What follows belongs to an exercise in optimizing a design on an open flow for small area, a short achievable clock period and few clock cycles; a production flow would make more cautious choices.
Only simulation tests tie the RTL to the original design; equivalence was not proved.
Power and IR drop assume default switching activity.

==> design/flow/design.v <==
module huffman(clk, reset, gray_valid, CNT_valid,  gray_data, CNT1, CNT2, CNT3, CNT4, CNT5, CNT6,
    code_valid, HC1, HC2, HC3, HC4, HC5, HC6, M1, M2, M3, M4, M5, M6);
input clk;
input reset;
input gray_valid;
input [7:0] gray_data;
output reg CNT_valid;
output [7:0] CNT1, CNT2, CNT3, CNT4, CNT5, CNT6;
output reg code_valid;
output [7:0] HC1, HC2, HC3, HC4, HC5, HC6;
output [7:0] M1, M2, M3, M4, M5, M6;
reg [6:0] W1, W2, W3, W4, W5;
reg [6:0] V;
reg [6:0] amount;    
reg [2:0] ptr [0:5];
reg [4:0] hc [0:5];
reg [4:0] m [0:5];
assign CNT1 = {1'b0, W5};
assign CNT2 = {1'b0, V};
assign CNT3 = {1'b0, W1};
assign CNT4 = {1'b0, W2};
assign CNT5 = {1'b0, W3};
assign CNT6 = {1'b0, W4};
assign HC1 = {3'b0, hc[0]};
assign HC2 = {3'b0, hc[1]};
assign HC3 = {3'b0, hc[2]};
assign HC4 = {3'b0, hc[3]};
assign HC5 = {3'b0, hc[4]};
assign HC6 = {3'b0, hc[5]};
assign M1 = {3'b0, m[0][4:1], 1'b1};
assign M2 = {3'b0, m[1][4:1], 1'b1};
assign M3 = {3'b0, m[2][4:1], 1'b1};
assign M4 = {3'b0, m[3][4:1], 1'b1};
assign M5 = {3'b0, m[4][4:1], 1'b1};
assign M6 = {3'b0, m[5][4:1], 1'b1};
reg counting, sorting, merging;
reg [4:1] U;
reg ph;              
reg [5:1] Tr;
wire last_sort = sorting & !U[1];
wire last_merge = merging & !U[1];
wire cmp_cycle = (sorting | merging) & !ph;
wire ins_cycle = (sorting | merging) & ph;
wire drop = merging & cmp_cycle;
function lt7;
    input [6:0] a, b;
    reg [6:0] l, g;
    begin
        l = ~a & b;
        g = a & ~b;
        lt7 = l[6] | ~g[6] & (l[5] | ~g[5] & (l[4] | ~g[4] & (l[3] | ~g[3] &
              (l[2] | ~g[2] & (l[1] | ~g[1] & l[0])))));
    end
endfunction
wire lt1 = lt7(W1, V);
wire lt2 = lt7(W2, V);
wire lt3 = lt7(W3, V);
wire lt4 = lt7(W4, V);
wire lt5 = lt7(W5, V);
wire [5:1] Tc;
assign Tc[1] = merging ? lt2 : (lt1 | U[1]);
assign Tc[2] = merging ? lt3 : (lt2 | U[2]);
assign Tc[3] = merging ? lt4 : (lt3 | U[3]);
assign Tc[4] = merging ? lt5 : (lt4 | U[4]);
assign Tc[5] = !merging & lt5;
wire [6:1] T = {1'b0, Tr};
wire [2:0] p = {T[4], T[2] & !T[4], (T[1] & !T[2]) | (T[3] & !T[4]) | T[5]};
wire [6:0] D = 7'd127;    
function [6:0] pick;
    input up, here;
    input [6:0] w1, w0, v;
    pick = here ? v : up ? w1 : w0;
endfunction
wire [2:0] sym = gray_data[2:0];
wire take = counting & gray_valid;
reg selw2, selv;
wire [6:0] vnext = W1 + (({7{selw2}} & W2) | ({7{selv}} & V));
always @(posedge clk) begin
    if (reset) begin
        amount <= 7'd0;
        counting <= 1'b1;
        sorting <= 1'b0;
        merging <= 1'b0;
        U <= 4'b1111;
        ph <= 1'b0;
        CNT_valid <= 1'b0;
        code_valid <= 1'b0;
        V <= 7'd0;
        W1 <= 7'd0; W2 <= 7'd0; W3 <= 7'd0; W4 <= 7'd0; W5 <= 7'd0;
    end else begin
        CNT_valid <= take && amount == 7'd99;
        code_valid <= last_merge;
        if (take) amount <= amount + 7'd1;
        if (take && amount == 7'd99) begin
            counting <= 1'b0;
            sorting <= 1'b1;
        end
        if (ins_cycle & last_sort) begin
            sorting <= 1'b0;
            merging <= 1'b1;
        end
        if (last_merge) merging <= 1'b0;
        ph <= cmp_cycle & !last_merge;
        if (ins_cycle) U <= last_sort ? 4'b1111 : {1'b0, U[4:2]};
        if (take) begin
            if (sym == 3'd1) W5 <= W5 + 7'd1;
            if (sym == 3'd2) V  <= V  + 7'd1;
            if (sym == 3'd3) W1 <= W1 + 7'd1;
            if (sym == 3'd4) W2 <= W2 + 7'd1;
            if (sym == 3'd5) W3 <= W3 + 7'd1;
            if (sym == 3'd6) W4 <= W4 + 7'd1;
        end
        if (drop) begin
            W1 <= W2; W2 <= W3; W3 <= W4; W4 <= W5; W5 <= D;
        end
        if (ins_cycle) begin
            W1 <= pick(T[2], T[1] & !T[2], W2, W1, V);
            W2 <= pick(T[3], T[2] & !T[3], W3, W2, V);
            W3 <= pick(T[4], T[3] & !T[4], W4, W3, V);
            W4 <= pick(T[5], T[4] & !T[5], W5, W4, V);
            W5 <= pick(1'b0, T[5],         D,  W5, V);
            V <= vnext;
        end
    end
end
wire sum_next = merging | last_sort;
always @(posedge clk) begin
    Tr <= Tc;
    selw2 <= sum_next & Tc[2];
    selv <= sum_next & !Tc[2];
end
wire [2:0] dst0 = p;
wire [2:0] dst1 = T[1] ? 3'd0 : 3'd1;
wire [2:0] dst2 = T[2] ? 3'd1 : 3'd2;
wire [2:0] dst3 = T[3] ? 3'd2 : 3'd3;
wire [2:0] dst4 = T[4] ? 3'd3 : 3'd4;
wire [2:0] dst5 = T[5] ? 3'd4 : 3'd5;
function [2:0] dst;
    input [2:0] j;
    input [2:0] d0, d1, d2, d3, d4, d5;
    case (j)
        3'd0: dst = d0;
        3'd1: dst = d1;
        3'd2: dst = d2;
        3'd3: dst = d3;
        3'd4: dst = d4;
        default: dst = d5;
    endcase
endfunction
integer s;
always @(posedge clk) begin
    if (counting) begin
        ptr[0] <= 3'd5;
        ptr[1] <= 3'd0;
        ptr[2] <= 3'd1;
        ptr[3] <= 3'd2;
        ptr[4] <= 3'd3;
        ptr[5] <= 3'd4;
    end else if (drop) begin
        for (s = 0; s < 6; s = s + 1)
            if (ptr[s] != 3'd0) ptr[s] <= ptr[s] - 3'd1;
    end else if (ins_cycle) begin
        for (s = 0; s < 6; s = s + 1)
            ptr[s] <= dst(ptr[s], dst0, dst1, dst2, dst3, dst4, dst5);
    end
end
always @(posedge clk) begin
    if (counting) begin
        for (s = 0; s < 6; s = s + 1) begin
            hc[s] <= 5'd0;
            m[s] <= 5'd0;
        end
    end else if (drop) begin
        for (s = 0; s < 6; s = s + 1) begin
            if (ptr[s] <= 3'd1) begin
                m[s] <= {m[s][3:0], 1'b1};
                hc[s] <= hc[s] | (({m[s][3:0], 1'b1} & ~m[s]) & {5{ptr[s] == 3'd0}});
            end
        end
    end
end
endmodule
==> design/flow/flow/run.sh <==
#!/bin/bash
# Standard layout, but with the smallest buffer on the ports.
set -euo pipefail
sed 's|"\${@:-finish}"|BUFFER_PORTS_ARGS="-buffer_cell sky130_fd_sc_hd__buf_1" "${@:-finish}"|' standard.sh > my_standard.sh
bash my_standard.sh > flow.log 2>&1
==> design/flow/standard.sh <==
#!/bin/bash
# synth_recipe.tcl (not shown) runs the flow's synth.tcl, then flattens the netlist and writes it again
# the make line also repeats each setting of config.mk as NAME=value (left out here)
make -C /OpenROAD-flow-scripts/flow DESIGN_CONFIG=/design/flow/config.mk WORK_HOME=/design/flow/orfs CLKGATE_MAP_FILE= SYNTH_SCRIPT=/design/flow/synth_recipe.tcl "${@:-finish}"
==> design/flow/config.mk <==
export PLATFORM = sky130hd
export DESIGN_NAME = huffman
export DESIGN_NICKNAME = huffman
export VERILOG_FILES = /design/flow/design.v
export SDC_FILE = /design/flow/constraint.sdc
export NUM_CORES = 4
export LEC_CHECK = 0
export CAP_MARGIN = 20
export CORE_MARGIN = 2
export CORE_UTILIZATION = 40
export CTS_BUF_LIST = sky130_fd_sc_hd__clkbuf_8
export GPL_ROUTABILITY_DRIVEN = 0
export PLACE_DENSITY = 0.6
export SETUP_SLACK_MARGIN = 2.3
export SLEW_MARGIN = 20
==> design/flow/constraint.sdc <==
create_clock -name core_clock -period 4.5 [get_ports {clk}]
set_input_delay 0.9000 -clock core_clock [delete_from_list [all_inputs] [get_ports {clk}]]
set_output_delay 0.9000 -clock core_clock [all_outputs]
set_load 0.01 [all_outputs]
==> results of run 1 <==
## synth_stat cells (21+ instances only)
cell type,instances
a211oi_1,34
a21oi_1,81
a31oi_1,30
buf_4,78
clkbuf_1,32
dfxtp_1,144
ha_1,49
inv_1,79
mux2i_1,41
nand2_1,49
nor2_1,139
nor3_1,26
o21ai_0,30
o22ai_1,21
## cell type report
cell class                      count  share of cell area
Clock inverter                     15             0.02173
Sequential cell                   144              0.3016
Timing Repair Buffer              119             0.05381
Clock buffer                       17             0.02419
Tap cell                          280             0.03622
Inverter                           84             0.03260
Multi-Input combinational cell    785              0.5298
## layout by cell type (no fill, tap or decap), types with 12 or more instances in the layout
cell	synthesis	final
conb_1	2	48
nor2_1	139	139
nand2b_1	17	16
buf_4	78	15
xor2_1	12	12
nand2_1	49	49
inv_1	79	79
buf_1	2	102
nor2b_1	18	18
o22ai_1	21	21
ha_1	49	48
xnor2_1	12	12
a31oi_1	30	30
dfxtp_1	144	126
nor3_1	26	26
dfxtp_2	0	13
a211oi_1	34	34
a21oi_1	81	78
nand3_1	13	13
nand4_1	12	12
mux2i_1	41	41
a221oi_1	12	12
o21ai_0	30	29
clkbuf_8	0	17
## worst max-delay path by stage
stage	endpoint	slack (ps)	depth (start not counted)
detailed placement	ptr[1][0]	1740	6
global placement	ptr[1][0]	1740	6
CTS	CNT2[2]	2300	1
finish	CNT6[5]	2390	1
global route	W5[2]	2230	6
floorplan	V[6]	2330	10
## where the power goes
part / leakage [nW] / total, W / switching, W / internal, W
clock: 0.228 / 0.00118 / 0.000602 / 0.000581
combinational: 2.08 / 0.0000824 / 0.0000568 / 0.0000256
sequential: 1.17 / 0.00128 / 0.00000921 / 0.00128
total: 3.47 / 0.00255 / 0.000668 / 0.00188
## metal layers
| layer | up-vias | global-route usage | part of all wire |
|---|---|---|---|
| met5 | - | 0 | 0 |
| li1 | 3921 | - | - |
| met2 | 247 | 0.3097 | 0.47 |
| met1 | 3753 | 0.2576 | 0.46 |
| met4 | 0 | 0.04277 | 0.010 |
| met3 | 21 | 0.03771 | 0.059 |
## sequential cells by signal, indices dropped and copies added, names as in the netlist
signal,count
CNT_valid,1
Tr,5
U,4
V,7
W1,7
W2,7
W3,7
W4,7
W5,7
amount,7
code_valid,1
counting,1
hc,30
m,30
merging,1
ph,1
ptr,18
selv,1
selw2,1
sorting,1
## through the flow
step	area, sq um	worst slack [ps]	hold WS [ps]	total power, W	util
after global placement	9051	1740	443.4	0.001392	0.4147
after detailed placement	9051	1737	451.3	0.001393	0.4147
final	9673	2391	469.1	0.002549	0.4432
after floorplan	9070	2332	453.7	0.001407	-
after CTS	9563	2302	475.6	0.002585	0.4382
after global routing	9673	2229	502.3	0.002655	0.4432
## kinds of logic (layout without fill, tap and decap cells)
group,Yosys count,after routing,synth area share
AOI/OAI and AO/OA,306,306,0.2332
xor gates and xnor gates,24,24,0.02364
adders and majority gates,55,55,0.07684
buffers and inverters,217,235,0.1275
DFF,144,144,0.3242
muxes,41,41,0.04616
other,2,48,0.0008447
and+or+nand+nor,311,311,0.1676
## repair_timing
action,CTS,global route
resized for setup,17,20
setup endpoints to repair,49,48
pin swaps,0,10
setup buffers,3,6
==> flow_summary.toml, run 1 <==
[run_status]
status = "finished clean"

[setup_path]
crit_start = "W4[5]"
slowest_stage = "dfxtp_1"
worst_r2r_path_depth = 7
crit_chain = "buf_1"
cp_max_fo = 8
reg2reg_from = "ptr[4][0]"
r2r_end = "ptr[4][1]"
critPathRequiredTime_ps = 3600
crit_type = "reg2out"
critPathBufInv = 1
worstSetupEndpointType = "output port"
start_kind = "flop"
r2r_slack_ps = 2400
cp_top_family = "flip-flops"
cp_data_arrival_time_ps = 1210
max_stage_delay_ps = 560

[final_layout]
layout-drive-gt1-share = 0.08505
antenna_cells = 0
multi_input_area_sq_um = 5125
fillers = 2262
areaGrowthSynthToFinish_pct = 8.795
final_nets = 1212
seq_area_sq_um = 2918
final_cells = 1444

[die]
die-area_sq_um = 23440
io_pins = 157
dieHeight_microns = 153.1
rows = 54
coreArea_sq_um = 21820
initial_core_util = 0.4074
dieWidth_microns = 153.1

[power_and_ir_drop]
cellPowerDensity_nw_per_um2 = 263.6
power.leakage_nw = 3.472
ir_drop_mv = 0.1710

[synth]
ys.flop_type = "dfxtp_1"
yosys-top-cells-area = "dfxtp_1 (32%), ha_1 (6.9%), buf_4 (6.6%)"
synth_warnings = 4
synth.distinct_cells = 65
synth_top_area_frac = 0.3242
synth_cells = 1100
syn_area_sq_um = 8891
synth_edf_count = 0
synth_top_area_cell = "dfxtp_1"
yosysSeqAreaShare = 0.3242
syn-mean-instance-area_sq_um = 8.083
async_reset_ff_frac = 0
synth_seq_cells = 144

[global_routing]
antenna_found_initial = 0
gr-total-overflow = 0
grt_usage = 0.1892
grt_pass1_vias = 6973
grt_pass1_wl_microns = 36840
grt_max_degree = 79

[drt]
wire_per_inst_microns = 15.79
viasPerCell = 5.500
drt_iter0_markers = 571
ant_nets = 0
remaining_drc_errors = 0
vias = 7942
firstDrtPassIters = 6
wl_microns = 22800

[clocking]
cts.sinks = 144
ctsLongestPathBuffers = 2
cts_tree = "yes"
clk_latency_ps = 460
h-tree-depth = 4
root_buffer = "clkbuf_8"
cts_hold_buf = 0
clk_pin_slew_worst_paths_ps = 90
numCtsBuffers = 17

[sta]
fin_crit_ps = 2109
setup_viol = 0
hold_viol = 0
skew_ps = 17.10
clock.fmax_mhz = 474.2
rsz0062_at_grt = "yes"
tns_ps = 0
slew_viol_final = 0
relSlewSlack = 0.4664
tightest_slew_ps = 800.3
finalCritPeriodShare = 0.4686

[placement]
place_inst = 1403
hpwl_microns = 15480
io_buffers = 103

[worst_hold_path]
min_path_type = "reg2reg"
hold_end = "hc[3][0]"
holdCritStartpoint = "hc[3][0]"
hold_depth = 2

[job]
cap_violations = 0
Testbench counts, summed over its fixed seeds: cycles 38,400.
==> run 2: changes to the inputs <==
--- a/design/flow/design.v
+++ b/design/flow/design.v
@@ -149,7 +149,7 @@
 endfunction
 integer s;
 always @(posedge clk) begin
-    if (counting) begin
+    if (reset) begin
         ptr[0] <= 3'd5;
         ptr[1] <= 3'd0;
         ptr[2] <= 3'd1;
@@ -165,7 +165,7 @@
     end
 end
 always @(posedge clk) begin
-    if (counting) begin
+    if (reset) begin
         for (s = 0; s < 6; s = s + 1) begin
             hc[s] <= 5'd0;
             m[s] <= 5'd0;
--- a/design/flow/config.mk
+++ b/design/flow/config.mk
@@ -7,9 +7,8 @@
 export LEC_CHECK = 0
 export CAP_MARGIN = 20
 export CORE_MARGIN = 2
-export CORE_UTILIZATION = 40
+export CORE_UTILIZATION = 70
 export CTS_BUF_LIST = sky130_fd_sc_hd__clkbuf_8
-export GPL_ROUTABILITY_DRIVEN = 0
-export PLACE_DENSITY = 0.6
+export PLACE_DENSITY = 0.8
 export SETUP_SLACK_MARGIN = 2.3
 export SLEW_MARGIN = 20
==> run 2 against run 1 <==
Register-to-register slack got worse by 70 ps. Sequential power about the same. Core utilization increased by 32 points. Total power decreased by 8.2%. Highest routed layer unchanged. Die area decreased by 42%. Still clean on timing, DRC and antenna.
==> flow_summary.toml, run 2 <==
[setup_path]
crit_type = "reg2reg"
start_kind = "flop"
cp_max_fo = 7
r2r_slack_ps = 2330
slowest_stage = "dfxtp_2"
worstSetupEndpointType = "flop"
worst_r2r_path_depth = 9
max_stage_delay_ps = 360
reg2reg_from = "selw2"
crit_chain = "a22o_1, ha_1, fa_2, a21o_1, a21oi_2, o21bai_1, a21oi_1, xnor2_1, a211oi_1"
critPathRequiredTime_ps = 4880
cp_data_arrival_time_ps = 2550
r2r_end = "V[6]"

[clocking]
root_buffer = "clkbuf_8"
cts.sinks = 144
cts_tree = "yes"
numCtsBuffers = 17
cts_hold_buf = 0
clk_latency_ps = 480
h-tree-depth = 4
ctsLongestPathBuffers = 2
clk_pin_slew_worst_paths_ps = 80

[drt]
ant_nets = 0
viasPerCell = 6.145
vias = 8240
remaining_drc_errors = 0
wl_microns = 21850
firstDrtPassIters = 6
wire_per_inst_microns = 16.29
drt_iter0_markers = 841

[final_layout]
final_nets = 1218
layout-drive-gt1-share = 0.08383
antenna_cells = 0
final_common_cell = "nor2_1"
areaGrowthSynthToFinish_pct = 7.212
design_area_sq_um = 9468
final_cell_mix = "nor2_1 (148), dfxtp_1 (128), buf_1 (102)"
reg_top3 = "hc (30), m (30), ptr (18)"

[sta]
fin_crit_ps = 2170
hold_viol = 0
slew_viol_final = 0
holdWs_ps = 467.5
skew_ps = 12.29
relSlewSlack = 0.5689
rsz0062_at_grt = "yes"
tns_ps = 0
setup_viol = 0
clock.fmax_mhz = 460.9
tightest_slew_ps = 644.2
finalCritPeriodShare = 0.4822

[power_and_ir_drop]
p_seq_frac = 0.548
ir_drop_mv = 0.2495
p_sw_frac = 0.2538
pwr-share-clk = 0.413
p_switching_w = 0.0005942
total_power_w = 0.002341
p_int_w = 0.001747
cellPowerDensity_nw_per_um2 = 247.2
comb_power_share = 0.039
power.leakage_nw = 3.544

[synth]
synth.distinct_cells = 70
syn-mean-instance-area_sq_um = 7.992
syn_area_sq_um = 8831
synth_edf_count = 0
async_reset_ff_frac = 0
synth_top_area_frac = 0.3264
yosysSeqAreaShare = 0.3264
synth_cells = 1105
yosys-top-cells-area = "dfxtp_1 (33%), ha_1 (6.9%), nor2_1 (6.3%)"
ys_top_cells_by_count = "nor2_1 (149), dfxtp_1 (144), a21oi_1 (81)"
synth.most_common_cell = "nor2_1"
synth_top_area_cell = "dfxtp_1"
synth_warnings = 4
ys.flop_type = "dfxtp_1"
synth_seq_cells = 144

[worst_hold_path]
hold_end = "hc[2][4]"
hold_depth = 2
min_path_type = "reg2reg"
holdCritStartpoint = "hc[2][4]"

[die]
dieWidth_microns = 116.3
die-area_sq_um = 13530
dieHeight_microns = 116.3
rows = 41
initial_core_util = 0.7084
coreArea_sq_um = 12470
io_pins = 157

[global_routing]
grt_max_degree = 53
grt_usage = 0.3184
grt_pass1_vias = 7119
grt_pass1_wl_microns = 34530
antenna_found_initial = 0
gr-total-overflow = 0

[placement]
hpwl_microns = 14730
dpl_cell_area_sq_um = 8899
gp_congestion = 0.9152
io_buffers = 103

[run_status]
status = "finished clean"

[job]
cap_violations = 0
[run 2: cell types whose count changed after synthesis, sizes merged, moves of 4 or more]
cell,before,now
a21oi,85,81
a221o,6,2
buf,100,93
clkbuf,33,38
nand2b,17,7
nand3,13,21
nor2,139,149
nor3,34,27
o21ai,32,37
xor2,12,8
[run 2: routing by layer]
metal,GRT usage,vias to the layer above,routed length (microns)
met4,0.1302,0,614
met1,0.4406,3828,9542
met3,0.06539,65,1982
met2,0.4868,393,9707
met5,0,-,0
li1,-,3954,-
[run 2: what timing repair did]
item	in CTS	in global routing
setup endpoints to repair	116	72
cloned	0	0
pin swaps	1	2
setup buffers	3	4
resized for setup	21	28
endpoints found under the hold margin	0	0
[run 2: area by class of cell]
class / instances / area, sq um
clock buffers: 18 / 247.7
clock inverters: 13 / 116.4
fillers: 998 / 2998
inverters: 83 / 324.1
multi-input cells: 793 / 5141
flip-flops and latches: 144 / 2920
well taps: 172 / 215.2
repair buffers: 118 / 503.0
[run 2: per-stage QoR]
stage / utilization / instances / worst slack (ps)
floorplan: - / 1151 / 2333
global placement: 0.7138 / 1303 / 1674
detailed placement: 0.7138 / 1303 / 1640
CTS: 0.7489 / 1337 / 2169
global route: 0.7595 / 1341 / 2185
finish: 0.7595 / 1341 / 2330
[run 2: kinds of logic after synthesis]
group	count (synthesis)	share of synthesized area
AND/OR/NAND/NOR	316	0.1663
AO/OA/AOI/OAI	310	0.2355
buffers and inverters	214	0.1243
flip-flops	144	0.3264
adder cells (fa/ha/maj)	56	0.07849
multiplexers	40	0.04534
XOR/XNOR	23	0.02281
other	2	0.0008504
[run 2: power groups by stage]
stage,Sequential [W],Clock [W],Combinational [W]
floorplan,0.00132,0,0.000101
global placement,0.00132,0,0.0000842
detailed placement,0.00132,0,0.0000849
CTS,0.00129,0.000976,0.0000887
global route,0.00128,0.00103,0.000102
finish,0.00128,0.000966,0.0000912
[run 2: worst max path at each step]
stage,slack (ps),start,to
after floorplan,2330,gray_valid,V[6]
after global placement,1670,merging,W4[6]
after detailed placement,1640,merging,W4[0]
after CTS,2170,merging,W1[3]
after global routing,2180,selw2,V[6]
final,2330,selw2,V[6]
[run 2: worst max-delay path: cells and delay by family, from the launching register on]
kind	cells	cell delay [ps]
compound gates	6	1040
xor+xnor	1	100
fa+ha+maj	2	560
flops	1	360
Testbench counts of run 2, summed over its fixed seeds: cycles 38,400.
==> run 3: changes to the inputs <==
--- a/design/flow/design.v
+++ b/design/flow/design.v
@@ -149,7 +149,7 @@
 endfunction
 integer s;
 always @(posedge clk) begin
-    if (reset) begin
+    if (counting) begin
         ptr[0] <= 3'd5;
         ptr[1] <= 3'd0;
         ptr[2] <= 3'd1;
@@ -165,7 +165,7 @@
     end
 end
 always @(posedge clk) begin
-    if (reset) begin
+    if (counting) begin
         for (s = 0; s < 6; s = s + 1) begin
             hc[s] <= 5'd0;
             m[s] <= 5'd0;
==> run 3 against run 2 <==
Still clean on timing, DRC and antenna. First-iteration DRC count shrank 29%. Sequential power is essentially flat. Non-clock buffer count shrank 1. Critical path type is now reg2out. Highest routed layer unchanged.
==> flow_summary.toml, run 3 <==
[run_status]
status = "finished clean"

[final_layout]
final_nets = 1210
antenna_cells = 0
seq_area_sq_um = 2907
multi_input_area_sq_um = 5110
final_cell_mix = "nor2_1 (139), dfxtp_1 (131), buf_1 (102)"
reg_top3 = "hc (30), m (30), ptr (18)"
design_area_sq_um = 9447
fillers = 1007
final_common_cell = "nor2_1"
layout-drive-gt1-share = 0.08096
areaGrowthSynthToFinish_pct = 6.248

[power_and_ir_drop]
ir_drop_mv = 0.1676
total_power_w = 0.002340
power.leakage_nw = 3.416
cellPowerDensity_nw_per_um2 = 247.7

[placement]
io_buffers = 103
dpl_cell_area_sq_um = 8916
gp_congestion = 0.9142
hpwl_microns = 14120

[drt]
wire_per_inst_microns = 15.57
route.met3.wl_microns = 1376
viasPerCell = 5.979
ant_nets = 0
top_layer = "met4"
wl_microns = 20760
drt_iter0_markers = 596
firstDrtPassIters = 5
remaining_drc_errors = 0
met2_length_microns = 10060
vias = 7970
routedLengthMet1_microns = 8953

[sta]
setup_viol = 0
clock.fmax_mhz = 461.7
finalCritPeriodShare = 0.4813
tns_ps = 0
skew_ps = 12.39
rsz0062_at_grt = "yes"
tightest_slew_ps = 773.0
slew_viol_final = 0
fin_crit_ps = 2166
relSlewSlack = 0.4846
hold_viol = 0

[synth]
syn-mean-instance-area_sq_um = 8.083
synth_top_area_frac = 0.3242
syn_area_sq_um = 8891
ys_top_cells_by_count = "dfxtp_1 (144), nor2_1 (139), a21oi_1 (81)"
yosys-top-cells-area = "dfxtp_1 (32%), ha_1 (6.9%), buf_4 (6.6%)"
synth_fa_ha_area_frac = 0.07684
synth_top_family_by_area = "compound AO/OA/AOI/OAI gates"
synth_edf_count = 0
synth_top_area_cell = "dfxtp_1"
synthXorXnorAreaFrac = 0.02364
async_reset_ff_frac = 0
synthMuxAreaShare = 0.04616
synth.most_common_cell = "dfxtp_1"
synth_simple_gate_area_frac = 0.1676
synth_cells = 1100
ys.flop_type = "dfxtp_1"
synth_compound_area_frac = 0.2332
synth_warnings = 4
synth_seq_cells = 144
yosysSeqAreaShare = 0.3242
synth.distinct_cells = 65

[setup_path]
start_kind = "flop"
critPathRequiredTime_ps = 3600
worstSetupEndpointType = "output port"
crit_type = "reg2out"
cp_data_arrival_time_ps = 1270
cp_max_fo = 10
cp_top_family = "flip-flops"
crit_chain = "buf_1"
slowest_stage = "dfxtp_1"
critPathBufInv = 1
max_stage_delay_ps = 610

[clocking]
h-tree-depth = 4
cts.sinks = 144
cts_hold_buf = 0
root_buffer = "clkbuf_8"
clk_latency_ps = 460
ctsLongestPathBuffers = 2
numCtsBuffers = 17
cts_tree = "yes"
clk_pin_slew_worst_paths_ps = 70

[die]
dieHeight_microns = 116.7
initial_core_util = 0.7103
die-area_sq_um = 13620
coreArea_sq_um = 12520
dieWidth_microns = 116.7
rows = 41
io_pins = 157

[global_routing]
grt_pass1_vias = 6780
grt_max_degree = 79
grt_usage = 0.3006
grt_pass1_wl_microns = 32730
antenna_found_initial = 0
gr-total-overflow = 0

[job]
cap_violations = 0

[worst_hold_path]
min_path_type = "reg2reg"
## run 3: layout make-up
class / instances / share of cell area
timing repair buffer: 117 / 0.05457
multi-input combinational: 785 / 0.5409
sequential: 144 / 0.3077
clock buffer: 21 / 0.03060
tap: 172 / 0.02278
clock inverter: 10 / 0.009272
inverter: 84 / 0.03417
## run 3: power by group
group | internal (W) | switching (W) | total (W) | leakage [nW]
registers | 0.00128 | 0.00000978 | 0.00129 | 1.17
logic | 0.0000247 | 0.0000553 | 0.0000799 | 2.06
clock network | 0.000487 | 0.000486 | 0.000973 | 0.187
## run 3: repair_timing
| item | CTS | global route |
|---|---|---|
| endpoints found under the setup margin | 50 | 38 |
| gates resized for setup | 15 | 18 |
| hold endpoints to repair | 0 | 0 |
| setup buffers | 0 | 7 |
| pin swaps | 0 | 6 |
## run 3: cells by family (layout without fill, tap and decap cells)
group           after synthesis  after routing
compound gates              306            306
xor+xnor                     24             24
fa+ha+maj                    55             55
buf+inv                     217            232
flops                       144            144
mux                          41             41
other cells                   2             48
simple gates                311            311
## run 3: stage by stage
step,util,std cells,hold WS (ps),worst slack (ps)
final,0.7547,1333,466.3,2334
after global routing,0.7547,1333,487.9,2258
after CTS,0.7454,1326,472.0,2273
after detailed placement,0.7123,1295,454.4,1789
after global placement,0.7123,1295,443.6,1831
after floorplan,-,1146,453.7,2332
## run 3: layer usage
| layer | vias to the layer above | GRT usage |
|---|---|---|
| li1 | 3920 | - |
| met1 | 3689 | 0.3883 |
| met2 | 330 | 0.5002 |
| met3 | 31 | 0.05189 |
| met4 | 0 | 0.1216 |
| met5 | - | 0 |
## run 3: worst paths after layout
check	cells past startpoint	startpoint	slack [ps]	end
setup / recovery	1	V[4]	2330	CNT2[4]
hold / removal	2	hc[2][4]	470	hc[2][4]
setup reg to reg	9	selw2	2420	V[6]
hold reg to reg	2	hc[2][4]	470	hc[2][4]
Testbench counts of run 3, summed over its fixed seeds: cycles 38,400.
==> run 4: changes to the inputs <==
--- a/design/flow/config.mk
+++ b/design/flow/config.mk
@@ -5,6 +5,7 @@
 export SDC_FILE = /design/flow/constraint.sdc
 export NUM_CORES = 4
 export LEC_CHECK = 0
+export ABC_AREA = 1
 export CAP_MARGIN = 20
 export CORE_MARGIN = 2
 export CORE_UTILIZATION = 70
==> run 4 against run 3 <==
Non-clock buffer count grew 6. Synthesized area grew 4.4%. Clock power grew 19%. Setup slack gained 2.4 ps. Final cell count grew 20%. Via count grew 16%. Clock skew is essentially flat. Sequential power is essentially flat. Wire length grew 17%. Sequential share of layout area shrank 1.7 points. Total power grew 12%.
==> flow_summary.toml, run 4 <==
[drt]
wire_per_inst_microns = 15.24
remaining_drc_errors = 0
viasPerCell = 5.796
wl_microns = 24340
drt_iter0_markers = 976
ant_nets = 0
firstDrtPassIters = 6
vias = 9257

[die]
io_pins = 157
coreArea_sq_um = 13090
initial_core_util = 0.7096
dieHeight_microns = 119.2
die-area_sq_um = 14200
dieWidth_microns = 119.2
rows = 42

[power_and_ir_drop]
cellPowerDensity_nw_per_um2 = 263.4
p_seq_frac = 0.500
p_sw_frac = 0.2511
pwr-share-clk = 0.443
p_int_w = 0.001962
power.leakage_nw = 4.097
p_switching_w = 0.0006577
ir_drop_mv = 0.1699
comb_power_share = 0.056

[setup_path]
crit_type = "reg2out"
critPathBufInv = 1
max_stage_delay_ps = 540
worstSetupEndpointType = "output port"
crit_chain = "buf_1"
critPathRequiredTime_ps = 3600
cp_top_family = "flip-flops"
cp_max_fo = 10
start_kind = "flop"
cp_data_arrival_time_ps = 1260
slowest_stage = "dfxtp_1"

[synth]
synth.distinct_cells = 47
synth_top_area_frac = 0.3105
ys_top_cells_by_count = "nand2_1 (226), inv_1 (160), a21oi_1 (145)"
yosys-top-cells-area = "dfxtp_1 (31%), nand2_1 (9.1%), a21oi_1 (7.8%)"
synth_warnings = 4
syn-mean-instance-area_sq_um = 6.883
async_reset_ff_frac = 0
synth.most_common_cell = "nand2_1"
yosysSeqAreaShare = 0.3105
synth_cells = 1349
synth_seq_cells = 144
synth_edf_count = 0
ys.flop_type = "dfxtp_1"
syn_area_sq_um = 9285
synth_top_area_cell = "dfxtp_1"

[sta]
hold_viol = 0
rsz0062_at_grt = "yes"
fin_crit_ps = 2164
slew_viol_final = 0
finalCritPeriodShare = 0.4808
setup_viol = 0
tns_ps = 0
relSlewSlack = 0.5308
clock.fmax_mhz = 462.2
setup_slack_ps = 2336
skew_ps = 11.98
tightest_slew_ps = 703.8

[final_layout]
final_cell_mix = "nand2_1 (226), inv_1 (156), a21oi_1 (145)"
final_common_cell = "nand2_1"
reg_top3 = "hc (30), m (30), ptr (18)"
fin_util = 0.7601
layout-drive-gt1-share = 0.07319
fillers = 1084
final_nets = 1470
antenna_cells = 0
areaGrowthSynthToFinish_pct = 7.115

[clocking]
clk_latency_ps = 470
ctsLongestPathBuffers = 2
numCtsBuffers = 17
cts.sinks = 144
cts_hold_buf = 0
clk_pin_slew_worst_paths_ps = 80
root_buffer = "clkbuf_8"
h-tree-depth = 4
cts_tree = "yes"

[run_status]
status = "finished clean"

[global_routing]
grt_max_degree = 48
grt_pass1_vias = 7957
grt_usage = 0.3356
antenna_found_initial = 0
grt_pass1_wl_microns = 38650
gr-total-overflow = 0

[placement]
io_buffers = 103
place_ws_ps = 1878
hpwl_microns = 15900
gp_congestion = 0.9349

[worst_hold_path]
min_path_type = "reg2reg"

[job]
cap_violations = 0
run 4: changes by cell type after synthesis, sizes merged, moves of 51 or more:
| cell | delta |
|---|---|
| a21oi | +67 |
| inv | +96 |
| nand2 | +178 |
| nand3 | +51 |
| nor2 | -54 |
| o21ai | +123 |
run 4: stage by stage:
step,total power (W),instance area (sq um),hold WS [ps],instances
after floorplan,0.001470,9458,444.9,1395
after global placement,0.001478,9320,435.1,1550
after detailed placement,0.001480,9320,438.9,1550
after CTS,0.002621,9803,451.3,1584
after global routing,0.002701,9946,466.7,1597
final,0.002620,9946,449.5,1597
run 4: routing by layer:
metal  global-route usage  share of wire  up-vias
met5                    0              0        -
met4               0.1682          0.036        0
met3              0.06226          0.095       81
met2               0.5499           0.45      487
met1               0.4232           0.42     4140
li1                     -              -     4549
run 4: layout make-up:
type	count	area [sq um]	share of cell area
multi-input cells	946	5157	0.5186
repair buffers	123	544.3	0.05472
well taps	176	220.2	0.02214
inverters	177	685.7	0.06894
clock inverters	12	182.7	0.01837
flip-flops and latches	144	2894	0.2910
clock buffers	19	261.5	0.02629
run 4: power groups by stage:
stage	Sequential, W	Clock [W]	Combinational [W]
5_1_grt	0.00131	0.00122	0.000164
4_1_cts	0.00131	0.00117	0.000141
2_1_floorplan	0.00134	0	0.000135
3_3_place_gp	0.00134	0	0.000138
6_report	0.00131	0.00116	0.000148
3_5_place_dp	0.00134	0	0.000140
run 4: worst paths after layout:
check	start	end	slack, ps	depth (start not counted)
max reg2reg	V[5]	V[6]	2340	10
min	hc[2][4]	hc[2][4]	450	2
min reg2reg	hc[2][4]	hc[2][4]	450	2
max	W3[2]	CNT5[2]	2340	1
run 4: repair_timing:
action,in CTS,in global routing
pin swaps,2,3
setup endpoints to repair,75,83
cloned,1,2
setup buffers,2,11
gates resized for setup,6,13
run 4: logic make-up (layout without fill, tap and decap cells):
group                      Yosys count  in the layout  share of synthesized area
other                                2             48                  0.0008088
and+or+nand+nor                    421            423                     0.1949
DFF                                144            144                     0.3105
xor gates and xnor gates            19             19                    0.01792
adders and majority gates           50             50                    0.06819
AOI/OAI and AO/OA                  405            406                     0.2493
buffers and inverters              308            331                     0.1585
==> run 5: changes to the inputs <==
==> design/flow/config.mk (replaced) <==
export PLATFORM = sky130hd
export DESIGN_NAME = huffman
export DESIGN_NICKNAME = huffman
export VERILOG_FILES = /design/flow/design.v
export SDC_FILE = /design/flow/constraint.sdc
export NUM_CORES = 4
export LEC_CHECK = 0
export CAP_MARGIN = 20
export CORE_MARGIN = 2
export CORE_UTILIZATION = 70
export CTS_BUF_LIST = sky130_fd_sc_hd__clkbuf_8
export PLACE_DENSITY = 0.8
export SETUP_SLACK_MARGIN = 2.4
export SLEW_MARGIN = 20
==> run 5 against run 4 <==
Still clean. Global-route usage decreased by 2.7 points. Count of clock-buffer cells in the layout decreased by 1. Total power decreased by 5.7%. Via count decreased by 12%. Synthesized cell count decreased by 18%. Design area decreased by 2.9%. Non-clock buffer count increased by 1. Largest cell class unchanged. Highest routed layer unchanged.
==> flow_summary.toml, run 5 <==
[global_routing]
gr-total-overflow = 0
grt_pass1_wl_microns = 33620
antenna_found_initial = 0
grt_pass1_vias = 6991
grt_usage = 0.3083
grt_max_degree = 79

[worst_hold_path]
holdCritStartpoint = "hc[2][2]"
hold_end = "hc[2][2]"
hold_depth = 2
min_path_type = "reg2reg"

[drt]
vias = 8133
remaining_drc_errors = 0
top_layer = "met4"
drt_iter0_markers = 679
viasPerCell = 6.065
routedLengthMet1_microns = 9026
wire_per_inst_microns = 15.98
ant_nets = 0
met2_length_microns = 10340
firstDrtPassIters = 8
wl_microns = 21430
route.met3.wl_microns = 1289

[die]
die-area_sq_um = 13620
dieWidth_microns = 116.7
rows = 41
coreArea_sq_um = 12520
initial_core_util = 0.7103
io_pins = 157
dieHeight_microns = 116.7

[synth]
synth.distinct_cells = 65
synth_top_area_frac = 0.3242
yosys-top-cells-area = "dfxtp_1 (32%), ha_1 (6.9%), buf_4 (6.6%)"
yosysSeqAreaShare = 0.3242
synth_seq_cells = 144
async_reset_ff_frac = 0
synth_cells = 1100
syn-mean-instance-area_sq_um = 8.083
syn_area_sq_um = 8891
ys_top_cells_by_count = "dfxtp_1 (144), nor2_1 (139), a21oi_1 (81)"
synth_top_area_cell = "dfxtp_1"
ys.flop_type = "dfxtp_1"
synth.most_common_cell = "dfxtp_1"
synth_warnings = 4
synth_edf_count = 0

[clocking]
cts_tree = "yes"
root_buffer = "clkbuf_8"
numCtsBuffers = 17
clk_latency_ps = 460
clk_pin_slew_worst_paths_ps = 80
h-tree-depth = 4
cts.sinks = 144
ctsLongestPathBuffers = 2

[final_layout]
multi_input_area_sq_um = 5197
reg_top3 = "hc (30), m (30), ptr (18)"
final_common_cell = "nor2_1"
areaGrowthSynthToFinish_pct = 8.669
layout-drive-gt1-share = 0.1052
fillers = 975
final_cell_mix = "nor2_1 (139), dfxtp_1 (116), buf_1 (102)"
final_nets = 1217
seq_area_sq_um = 2930
antenna_cells = 0

[power_and_ir_drop]
ir_drop_mv = 0.1901
power.leakage_nw = 3.502
total_power_w = 0.002469
cellPowerDensity_nw_per_um2 = 255.5

[setup_path]
cp_max_fo = 3
max_stage_delay_ps = 370
crit_chain = "a22o_1, ha_2, fa_2, a21o_1, a21oi_2, o21bai_1, a21oi_1, xnor2_1, a211oi_1"
crit_type = "reg2reg"
r2r_slack_ps = 2400
worstSetupEndpointType = "flop"
slowest_stage = "dfxtp_4"
start_kind = "flop"
cp_data_arrival_time_ps = 2420
r2r_end = "V[6]"
reg2reg_from = "selw2"
worst_r2r_path_depth = 9
critPathRequiredTime_ps = 4810

[sta]
fin_crit_ps = 2104
skew_ps = 10.04
tightest_slew_ps = 774.5
relSlewSlack = 0.4837
rsz0062_at_grt = "yes"
setup_slack_ps = 2397
setup_viol = 0
slew_viol_final = 0
hold_viol = 0
tns_ps = 0
finalCritPeriodShare = 0.4674
clock.fmax_mhz = 475.4
holdWs_ps = 469.4

[run_status]
status = "finished clean"

[job]
cap_violations = 0

[placement]
hpwl_microns = 14150
io_buffers = 103
gp_congestion = 0.9090
place_ws_ps = 1823
## run 5: changes by cell type in the layout (fill, tap and decap cells not counted), sizes merged, moves of 12 or more
cell    change
nand2     -178
o21ai     -124
inv        -92
a21oi      -67
nor2       +52
nand3      -51
mux2i      +41
a211oi     +25
nor2b      +18
nor3       +18
nand2b     +17
a221oi     +12
## run 5: kinds of logic after synthesis
family,count (synthesis),share of synthesized area
adder cells (fa/ha/maj),55,0.07684
flip-flops,144,0.3242
AND/OR/NAND/NOR,311,0.1676
buffers and inverters,217,0.1275
AO/OA/AOI/OAI,306,0.2332
multiplexers,41,0.04616
XOR/XNOR,24,0.02364
other,2,0.0008447
## run 5: how the worst max path moves through the flow
stage / slack [ps] / endpoint / start / depth (start not counted)
finish: 2400 / V[6] / selw2 / 9
global route: 2260 / V[6] / selw2 / 9
CTS: 2360 / ptr[1][0] / Tr[4] / 6
detailed placement: 1820 / ptr[1][0] / Tr[4] / 6
global placement: 1800 / ptr[1][0] / Tr[4] / 6
floorplan: 2420 / V[6] / V[0] / 10
## run 5: layout make-up
class	instances	share of cell area
clock inverter	14	0.01865
timing repair buffer	124	0.05957
inverter	84	0.03263
tap	172	0.02227
sequential	144	0.3033
multi-input combinational	785	0.5379
clock buffer	18	0.02564
## run 5: where the power goes
part / internal [W] / total (W) / switching, W / leakage, nW
registers: 0.00128 / 0.00128 / 0.00000940 / 1.17
clock network: 0.000570 / 0.00110 / 0.000531 / 0.210
logic: 0.0000258 / 0.0000829 / 0.0000571 / 2.12
total: 0.00187 / 0.00247 / 0.000597 / 3.50
## run 5: worst max-delay path, delay by kind of cell (launching register included)
family	cells	cell delay (ps)
xor+xnor	1	130
fa+ha+maj	2	550
flops	1	370
compound gates	6	910
## run 5: per-layer routing
metal,track usage,vias to the layer above
met5,0,-
met4,0.1514,0
met3,0.05605,71
met2,0.5152,340
met1,0.3834,3793
li1,-,3929
## run 5: repair_timing
| action | in CTS | in global routing |
|---|---|---|
| pin swaps | 6 | 15 |
| buffers inserted | 7 | 7 |
| setup endpoints to repair | 71 | 61 |
| gates resized for setup | 28 | 35 |
| hold buffers | 0 | 0 |
## run 5: per-stage QoR
stage                     instances    util  area, sq um
final                          1341  0.7719         9662
after global routing           1341  0.7719         9662
after CTS                      1334  0.7556         9458
after detailed placement       1295  0.7126         8920
after global placement         1295  0.7126         8920
after floorplan                1146       -         9077
==> run 6: changes to the inputs <==
--- a/design/flow/config.mk
+++ b/design/flow/config.mk
@@ -10,5 +10,5 @@
 export CORE_UTILIZATION = 70
 export CTS_BUF_LIST = sky130_fd_sc_hd__clkbuf_8
 export PLACE_DENSITY = 0.8
-export SETUP_SLACK_MARGIN = 2.4
+export SETUP_SLACK_MARGIN = 2.35
 export SLEW_MARGIN = 20
==> run 6 against run 5 <==
Total power shrank 1.6%. Setup slack lost 4.5 ps. Clock power shrank 4%. Still clean on timing, DRC and antenna. Clock skew grew 1.7 ps. Wire length grew 0.64%. First-iteration DRC count shrank 14%. Count of clock-buffer cells in the layout grew 1. Synthesized area is the same.
==> flow_summary.toml, run 6 <==
[worst_hold_path]
min_path_type = "reg2reg"
hold_depth = 2

[placement]
io_buffers = 103
gp_congestion = 0.9182
dpl_cell_area_sq_um = 8916
hpwl_microns = 14190

[drt]
firstDrtPassIters = 5
wl_microns = 21560
wire_per_inst_microns = 16.13
vias = 7982
viasPerCell = 5.970
ant_nets = 0
remaining_drc_errors = 0
drt_iter0_markers = 582

[sta]
tns_ps = 0
relSlewSlack = 0.4803
slew_viol_final = 0
setup_viol = 0
hold_viol = 0
tightest_slew_ps = 779.6
finalCritPeriodShare = 0.4684
skew_ps = 11.70
rsz0062_at_grt = "yes"
clock.fmax_mhz = 474.4
fin_crit_ps = 2108

[synth]
synth_top_area_frac = 0.3242
synth_cells = 1100
synth_top_area_cell = "dfxtp_1"
synth_warnings = 4
async_reset_ff_frac = 0
synth_seq_cells = 144
yosysSeqAreaShare = 0.3242
syn_area_sq_um = 8891
synth_edf_count = 0
syn-mean-instance-area_sq_um = 8.083
ys.flop_type = "dfxtp_1"
synth.distinct_cells = 65
ys_top_cells_by_count = "dfxtp_1 (144), nor2_1 (139), a21oi_1 (81)"
synth.most_common_cell = "dfxtp_1"
yosys-top-cells-area = "dfxtp_1 (32%), ha_1 (6.9%), buf_4 (6.6%)"

[final_layout]
final_cell_mix = "nor2_1 (139), dfxtp_1 (122), buf_1 (102)"
design_area_sq_um = 9520
final_nets = 1214
fillers = 972
antenna_cells = 0
areaGrowthSynthToFinish_pct = 7.079
reg_top3 = "hc (30), m (30), ptr (18)"
fin_util = 0.7606
layout-drive-gt1-share = 0.09099
final_common_cell = "nor2_1"

[power_and_ir_drop]
power.leakage_nw = 3.460
cellPowerDensity_nw_per_um2 = 255.3
ir_drop_mv = 0.1874

[clocking]
clk_latency_ps = 460
numCtsBuffers = 17
ctsLongestPathBuffers = 2
root_buffer = "clkbuf_8"
cts_tree = "yes"
h-tree-depth = 4
cts.sinks = 144
cts_hold_buf = 0
clk_pin_slew_worst_paths_ps = 80

[die]
dieHeight_microns = 116.7
rows = 41
dieWidth_microns = 116.7
die-area_sq_um = 13620
io_pins = 157
coreArea_sq_um = 12520
initial_core_util = 0.7103

[setup_path]
start_kind = "flop"
cp_max_fo = 5
worst_r2r_path_depth = 9
worstSetupEndpointType = "flop"
critPathRequiredTime_ps = 4810
cp_data_arrival_time_ps = 2420
crit_type = "reg2reg"

[global_routing]
grt_max_degree = 79
gr-total-overflow = 0
grt_pass1_wl_microns = 33320
antenna_found_initial = 0
grt_usage = 0.3071
grt_pass1_vias = 6854

[job]
cap_violations = 0

[run_status]
status = "finished clean"
-- run 6: cell counts after synthesis --
Identical to the previous run, type by type.
-- run 6: power breakdown --
group	switching, W	internal [W]
clock	0.000496	0.000567
combinational	0.0000566	0.0000241
sequential	0.00000943	0.00128
total	0.000562	0.00187
-- run 6: worst paths after layout --
path             from  endpoint  slack, ps
min          hc[5][2]  hc[5][2]        470
max             W2[0]      V[6]       2390
min reg2reg  hc[5][2]  hc[5][2]        470
max reg2reg     W2[0]      V[6]       2390
-- run 6: layer usage --
layer  GRT usage  vias up  part of all wire
li1            -     3912                 -
met1      0.3901     3719              0.44
met2      0.5087      303              0.48
met3     0.05293       48             0.055
met4      0.1443        0             0.031
met5           0        -                 0
-- run 6: cells by family (layout without fill, tap and decap cells) --
| kind of cell | count (synthesis) | after routing | share of synthesized area |
|---|---|---|---|
| buffers and inverters | 217 | 236 | 0.1275 |
| XOR/XNOR | 24 | 24 | 0.02364 |
| AND/OR/NAND/NOR | 311 | 311 | 0.1676 |
| other | 2 | 48 | 0.0008447 |
| AO/OA/AOI/OAI | 306 | 306 | 0.2332 |
| flip-flops | 144 | 144 | 0.3242 |
| adder cells (fa/ha/maj) | 55 | 55 | 0.07684 |
| multiplexers | 41 | 41 | 0.04616 |
-- run 6: final cells by class --
cell class / instances / area [sq um] / area share
repair buffers: 121 / 533.0 / 0.05599
multi-input cells: 785 / 5127 / 0.5386
flip-flops and latches: 144 / 2920 / 0.3067
inverters: 84 / 319.1 / 0.03351
clock inverters: 12 / 143.9 / 0.01511
clock buffers: 19 / 261.5 / 0.02747
well taps: 172 / 215.2 / 0.02260
-- run 6: critical path, cell delays in order, from the launching register on --
cell	delay, ps
dfxtp_4	370
a22o_1	240
ha_2	190
fa_2	370
a21o_1	180
a21oi_2	150
o21bai_1	80
a21oi_1	160
xnor2_1	140
a211oi_1	80
-- run 6: through the flow --
step	total power [W]	hold slack, ps	worst slack [ps]	instances
after floorplan	0.001408	453.7	2351	1146
after global placement	0.001390	443.5	1837	1295
after detailed placement	0.001392	455.9	1686	1295
after CTS	0.002435	473.2	2299	1331
after global routing	0.002505	490.5	2266	1337
final	0.002430	465.3	2392	1337
-- run 6: what timing repair did --
action,4_1_cts,5_1_grt
gates cloned,0,0
buffers inserted,5,6
endpoints found under the setup margin,63,67
gates resized for setup,22,24
pin swaps,2,9
==> run 7: changes to the inputs <==
--- a/design/flow/config.mk
+++ b/design/flow/config.mk
@@ -7,8 +7,8 @@
 export LEC_CHECK = 0
 export CAP_MARGIN = 20
 export CORE_MARGIN = 2
-export CORE_UTILIZATION = 70
+export CORE_UTILIZATION = 80
 export CTS_BUF_LIST = sky130_fd_sc_hd__clkbuf_8
-export PLACE_DENSITY = 0.8
-export SETUP_SLACK_MARGIN = 2.35
+export PLACE_DENSITY = 0.88
+export SETUP_SLACK_MARGIN = 2.3
 export SLEW_MARGIN = 20
==> run 7 against run 6 <==
Wire length rose by 5.1%. Synthesized area did not move. Maximum frequency fell by 6.5%. Clock skew rose by 0.97 ps. Via count rose by 5.3%. Global-route usage rose by 5.9 points. Critical path type unchanged. Critical endpoint is now W5[6]. Largest cell class unchanged. Largest power group unchanged.
==> flow_summary.toml, run 7 <==
[final_layout]
areaGrowthSynthToFinish_pct = 6.769
antenna_cells = 0
final_nets = 1207
final_cell_mix = "nor2_1 (139), dfxtp_1 (128), buf_1 (102)"
final_common_cell = "nor2_1"
reg_top3 = "hc (30), m (30), ptr (18)"
layout-drive-gt1-share = 0.07938
fillers = 619

[clocking]
h-tree-depth = 4
clk_pin_slew_worst_paths_ps = 80
ctsLongestPathBuffers = 2
numCtsBuffers = 17
cts_hold_buf = 0
root_buffer = "clkbuf_8"
cts_tree = "yes"
cts.sinks = 144
clk_latency_ps = 470

[sta]
setup_viol = 0
slew_viol_final = 0
hold_viol = 0
relSlewSlack = 0.4898
fin_crit_ps = 2254
clock.fmax_mhz = 443.7
tightest_slew_ps = 765.3
rsz0062_at_grt = "yes"
skew_ps = 12.67
tns_ps = 0
setup_slack_ps = 2246
finalCritPeriodShare = 0.5008

[setup_path]
reg2reg_from = "ph"
crit_chain = "nand2b_1, buf_4, nand2_4, o22a_2, a21oi_1, a211oi_1"
start_kind = "flop"
slowest_stage = "dfxtp_2"
cp_num_cells = 6
crit_type = "reg2reg"
cp_top_family = "compound AO/OA/AOI/OAI gates"
critPathRequiredTime_ps = 4820
worstSetupEndpointType = "flop"
critPathBufInv = 1
cp_max_fo = 26
max_stage_delay_ps = 580
cp_data_arrival_time_ps = 2570
crit_start = "ph"
worst_r2r_path_depth = 6

[die]
rows = 38
initial_core_util = 0.8202
die-area_sq_um = 11970
io_pins = 157
dieHeight_microns = 109.4
dieWidth_microns = 109.4
coreArea_sq_um = 10840

[synth]
synth_seq_cells = 144
syn_area_sq_um = 8891
synth_top_family_by_area = "compound AO/OA/AOI/OAI gates"
synthMuxAreaShare = 0.04616
synth_compound_area_frac = 0.2332
synth_cells = 1100
synth_top_area_cell = "dfxtp_1"
synth.distinct_cells = 65
synth_fa_ha_area_frac = 0.07684
ys.flop_type = "dfxtp_1"
yosys-top-cells-area = "dfxtp_1 (32%), ha_1 (6.9%), buf_4 (6.6%)"
synth.most_common_cell = "dfxtp_1"
synthXorXnorAreaFrac = 0.02364
synth_warnings = 4
async_reset_ff_frac = 0
synth_top_area_frac = 0.3242
synth_edf_count = 0
ys_top_cells_by_count = "dfxtp_1 (144), nor2_1 (139), a21oi_1 (81)"
synth_simple_gate_area_frac = 0.1676
syn-mean-instance-area_sq_um = 8.083
yosysSeqAreaShare = 0.3242

[placement]
hpwl_microns = 14410
gp_congestion = 0.9018
place_ws_ps = 1804
io_buffers = 103

[worst_hold_path]
hold_depth = 2
holdCritStartpoint = "hc[3][1]"
min_path_type = "reg2reg"

[global_routing]
grt_pass1_wl_microns = 34820
grt_usage = 0.3666
grt_pass1_vias = 7383
grt_max_degree = 79
antenna_found_initial = 0
gr-total-overflow = 0

[run_status]
status = "finished clean"

[power_and_ir_drop]
cellPowerDensity_nw_per_um2 = 278.6
power.leakage_nw = 3.466
ir_drop_mv = 0.2721

[drt]
wl_microns = 22660
remaining_drc_errors = 0
firstDrtPassIters = 6
viasPerCell = 6.470
ant_nets = 0
drt_iter0_markers = 876
wire_per_inst_microns = 17.45
vias = 8404

[job]
cap_violations = 0
run 7: cell counts after synthesis:
No cell type changed its count.
run 7: power breakdown:
part	leakage, nW	internal [W]	switching (W)
registers	1.17	0.00128	0.00000945
clock network	0.255	0.000771	0.000505
logic	2.04	0.0000241	0.0000579
total	3.47	0.00207	0.000572
run 7: cells by family (layout without fill, tap and decap cells):
family                     after synthesis  after routing
and+or+nand+nor                        311            311
DFF                                    144            144
muxes                                   41             41
buffers and inverters                  217            230
AOI/OAI and AO/OA                      306            306
xor gates and xnor gates                24             24
adders and majority gates               55             55
other                                    2             48
run 7: timing repair:
action / in CTS / in global routing
gates cloned: 0 / 0
setup buffers: 2 / 1
gates resized for setup: 13 / 20
pin swaps: 0 / 9
setup endpoints to repair: 44 / 34
run 7: worst paths after layout:
check | end | slack [ps]
worst min register to register | hc[3][1] | 470
worst max register to register | W5[6] | 2250
worst min-delay path | hc[3][1] | 470
worst max-delay path | W5[6] | 2250
run 7: cell type report:
type,instances,area [sq um],area share
Multi-Input combinational cell,785,5110,0.5383
Sequential cell,144,2908,0.3063
Timing Repair Buffer,114,483.0,0.05088
Inverter,84,319.1,0.03361
Clock buffer,21,289.0,0.03045
Clock inverter,11,209.0,0.02201
Tap cell,140,175.2,0.01845
run 7: metrics by stage:
stage | hold slack, ps | power (W) | instances | utilization | area [sq um]
global placement | 443.8 | 0.001390 | 1264 | 0.8195 | 8884
global route | 499.3 | 0.002701 | 1299 | 0.8757 | 9493
CTS | 475.6 | 0.002637 | 1298 | 0.8697 | 9428
detailed placement | 457.9 | 0.001391 | 1264 | 0.8195 | 8884
floorplan | 453.7 | 0.001407 | 1146 | - | 9070
finish | 470.0 | 0.002645 | 1299 | 0.8757 | 9493
run 7: worst register-to-register path, delay by kind of cell (launching register included):
family	cells	cell delay (ps)
compound gates	3	720
flops	1	580
simple gates	2	460
buf+inv	1	340
run 7: metal layers:
layer,wire (microns),global-route usage
met1,8468,0.4230
met4,1173,0.1863
met3,1981,0.08595
met2,11040,0.6323
met5,0,0
==> run 8: changes to the inputs <==
==> design/flow/flow/run.sh (replaced) <==
#!/bin/bash
# Standard layout, but with the smallest buffer on the ports and, after global
# routing, non-critical cells sized down again (RECOVER_POWER).
set -euo pipefail
sed 's|"\${@:-finish}"|BUFFER_PORTS_ARGS="-buffer_cell sky130_fd_sc_hd__buf_1" RECOVER_POWER=100 "${@:-finish}"|' standard.sh > my_standard.sh
bash my_standard.sh > flow.log 2>&1
--- a/design/flow/config.mk
+++ b/design/flow/config.mk
@@ -7,8 +7,8 @@
 export LEC_CHECK = 0
 export CAP_MARGIN = 20
 export CORE_MARGIN = 2
-export CORE_UTILIZATION = 80
+export CORE_UTILIZATION = 40
 export CTS_BUF_LIST = sky130_fd_sc_hd__clkbuf_8
-export PLACE_DENSITY = 0.88
+export PLACE_DENSITY = 0.6
 export SETUP_SLACK_MARGIN = 2.3
 export SLEW_MARGIN = 20
==> run 8 against run 7 <==
Clock power is 8% lower. Synthesized cell count stayed put. Non-clock buffer count is 5 higher. Largest power group unchanged. Clock skew is 4.1 ps higher. Maximum frequency is 27% lower. Critical endpoint is now W3[3]. The layout now fails its checks (capacitance limit, slew limit). Final cell count is 11% higher.
==> flow_summary.toml, run 8 <==
[die]
die-area_sq_um = 23440
initial_core_util = 0.4074
rows = 54
coreArea_sq_um = 21820
dieWidth_microns = 153.1
dieHeight_microns = 153.1
io_pins = 157

[synth]
synth_compound_area_frac = 0.2332
synth_warnings = 4
ys_top_cells_by_count = "dfxtp_1 (144), nor2_1 (139), a21oi_1 (81)"
synth.most_common_cell = "dfxtp_1"
yosys-top-cells-area = "dfxtp_1 (32%), ha_1 (6.9%), buf_4 (6.6%)"
synth_edf_count = 0
yosysSeqAreaShare = 0.3242
async_reset_ff_frac = 0
syn-mean-instance-area_sq_um = 8.083
synth_fa_ha_area_frac = 0.07684
ys.flop_type = "dfxtp_1"
synth_cells = 1100
synth_top_area_frac = 0.3242
synth_top_family_by_area = "compound AO/OA/AOI/OAI gates"
synth_seq_cells = 144
synth_simple_gate_area_frac = 0.1676
synth_top_area_cell = "dfxtp_1"
synth.distinct_cells = 65
synthMuxAreaShare = 0.04616
synthXorXnorAreaFrac = 0.02364
syn_area_sq_um = 8891

[worst_hold_path]
holdCritStartpoint = "hc[3][0]"
min_path_type = "reg2reg"

[placement]
gp_congestion = 0.8437
hpwl_microns = 15480
place_ws_ps = 1737
io_buffers = 103
dpl_cell_area_sq_um = 9051

[sta]
slew_viol_final = 60
setup_slack_ps = 1406
skew_ps = 16.74
hold_viol = 0
relSlewSlack = -0.8958
holdWs_ps = 469.7
tns_ps = 0
finalCritPeriodShare = 0.6876
tightest_slew_ps = 2844
clock.fmax_mhz = 323.2
setup_viol = 0
rsz0062_at_grt = "yes"
fin_crit_ps = 3094

[setup_path]
start_kind = "flop"
crit_type = "reg2reg"
reg2reg_from = "merging"
crit_start = "merging"
worstSetupEndpointType = "flop"
cp_max_fo = 26
critPathRequiredTime_ps = 4750
cp_data_arrival_time_ps = 3340

[final_layout]
final_common_cell = "nor2_1"
fillers = 2278
final_nets = 1212
antenna_cells = 0
reg_top3 = "hc (30), m (30), ptr (18)"
design_area_sq_um = 9560
areaGrowthSynthToFinish_pct = 7.529
final_cell_mix = "nor2_1 (139), dfxtp_1 (137), buf_1 (102)"
layout-drive-gt1-share = 0.06186

[global_routing]
grt_pass1_wl_microns = 36840
gr-total-overflow = 0
grt_usage = 0.1892
antenna_found_initial = 0
grt_pass1_vias = 6973
grt_max_degree = 79

[clocking]
cts_tree = "yes"
cts.sinks = 144
h-tree-depth = 4
clk_latency_ps = 460
root_buffer = "clkbuf_8"
ctsLongestPathBuffers = 2
clk_pin_slew_worst_paths_ps = 90
numCtsBuffers = 17
cts_hold_buf = 0

[drt]
wl_microns = 22850
ant_nets = 0
firstDrtPassIters = 5
viasPerCell = 5.478
remaining_drc_errors = 0
drt_iter0_markers = 572
wire_per_inst_microns = 15.83
vias = 7910

[run_status]
status = "finished with violations"
violations = "capacitance limit, slew limit"

[power_and_ir_drop]
total_power_w = 0.002551
power.leakage_nw = 3.441
cellPowerDensity_nw_per_um2 = 266.8
ir_drop_mv = 0.1711

[job]
cap_violations = 1
==> run 8: cell count changes in the layout (fill, tap and decap cells not counted), sizes merged <==
| cell | previous run | this run |
|---|---|---|
| bufinv | 6 | 3 |
| clkinvlp | 2 | 0 |
| buf | 113 | 115 |
| clkbuf | 22 | 21 |
| inv | 82 | 91 |
==> run 8: cell families after synthesis <==
group	after synthesis
xor gates and xnor gates	24
and+or+nand+nor	311
buffers and inverters	217
AOI/OAI and AO/OA	306
DFF	144
other	2
muxes	41
adders and majority gates	55
==> run 8: worst paths after layout <==
check        endpoint  slack [ps]  cells past startpoint
max             W3[3]        1410                      8
min          hc[3][0]         470                      2
max reg2reg     W3[3]        1410                      8
min reg2reg  hc[3][0]         470                      2
==> run 8: metrics by stage <==
stage / std cells / utilization
after floorplan: 1146 / -
after global placement: 1403 / 0.4147
after detailed placement: 1403 / 0.4147
after CTS: 1438 / 0.4382
after global routing: 1444 / 0.4381
final: 1444 / 0.4381
==> run 8: repair_timing <==
item | in CTS | in global routing
endpoints found under the setup margin | 49 | 48
gates resized for setup | 17 | 20
pin swaps | 0 | 10
setup buffers | 3 | 6
==> run 8: report_power, final <==
part           total [W]  internal [W]  switching (W)
Clock            0.00118      0.000581       0.000603
Sequential       0.00129       0.00128     0.00000922
Combinational  0.0000816     0.0000250      0.0000566
Total            0.00255       0.00188       0.000669
==> run 8: final cells by class <==
type | count | area [sq um] | area share
multi-input combinational | 785 | 5042 | 0.5274
clock buffer | 17 | 234.0 | 0.02447
clock inverter | 15 | 210.2 | 0.02199
timing repair buffer | 119 | 509.2 | 0.05327
inverter | 84 | 315.3 | 0.03298
tap | 280 | 350.3 | 0.03664
sequential | 144 | 2899 | 0.3032
==> run 8: critical path, cell delays in order, from the launching register on <==
cell      delay, ps
dfxtp_1         530
nand2b_1        160
clkbuf_1        880
nand2_4         430
o32ai_1         410
buf_12          200
a21oi_1          50
o22ai_1         150
nor2_1           50
==> run 8: routing by layer <==
metal | part of all wire | vias up | global-route usage
met2 | 0.47 | 264 | 0.3097
met3 | 0.059 | 18 | 0.03771
met1 | 0.46 | 3715 | 0.2576
met4 | 0.0088 | 0 | 0.04277
li1 | - | 3913 | -
met5 | 0 | - | 0

## re-timing with driven ports
No port has a modelled driver above. Below, the same layouts with a new extraction and two added sets of constraints. Step 1 sets driving cells, clkbuf_16 on the clock port and buf_2 on the other inputs (assumed; they add their load-dependent delay and slew). Step 2 times the ports against the registers' clock, not the clock port: input delays grow and output delays shrink by t, the midpoint of the rising clock arrivals with the driver on. Slacks: no drivers / after step 1 / after step 2; pairs: no drivers / after step 1.
| run | t, ns | setup WS [ns] | worst setup path after step 2 | worst register clock-pin slew, ns | cell pins on the clock port's net |
|---|---|---|---|---|---|
| run 1 | 0.493 | 2.391 / 2.354 / 1.938 | input to register | 0.10 / 0.10 | 1 |
| run 2 | 0.510 | 2.330 / 2.303 / 1.914 | input to register | 0.09 / 0.09 | 1 |
| run 3 | 0.492 | 2.334 / 2.297 / 1.982 | input to register | 0.08 / 0.08 | 1 |
| run 4 | 0.503 | 2.336 / 2.300 / 2.120 | input to register | 0.09 / 0.09 | 1 |
| run 5 | 0.497 | 2.397 / 2.390 / 2.034 | input to register | 0.09 / 0.09 | 1 |
| run 6 | 0.491 | 2.392 / 2.384 / 1.958 | input to register | 0.08 / 0.08 | 1 |
| run 7 | 0.496 | 2.246 / 2.246 / 1.935 | input to register | 0.09 / 0.09 | 1 |
| run 8 | 0.494 | 1.406 / 1.406 / 1.087 | input to register | 0.10 / 0.10 | 1 |
The setup slack of run 1, which loses most, moves by -0.037 ns with the drivers and by -0.453 ns with both steps.
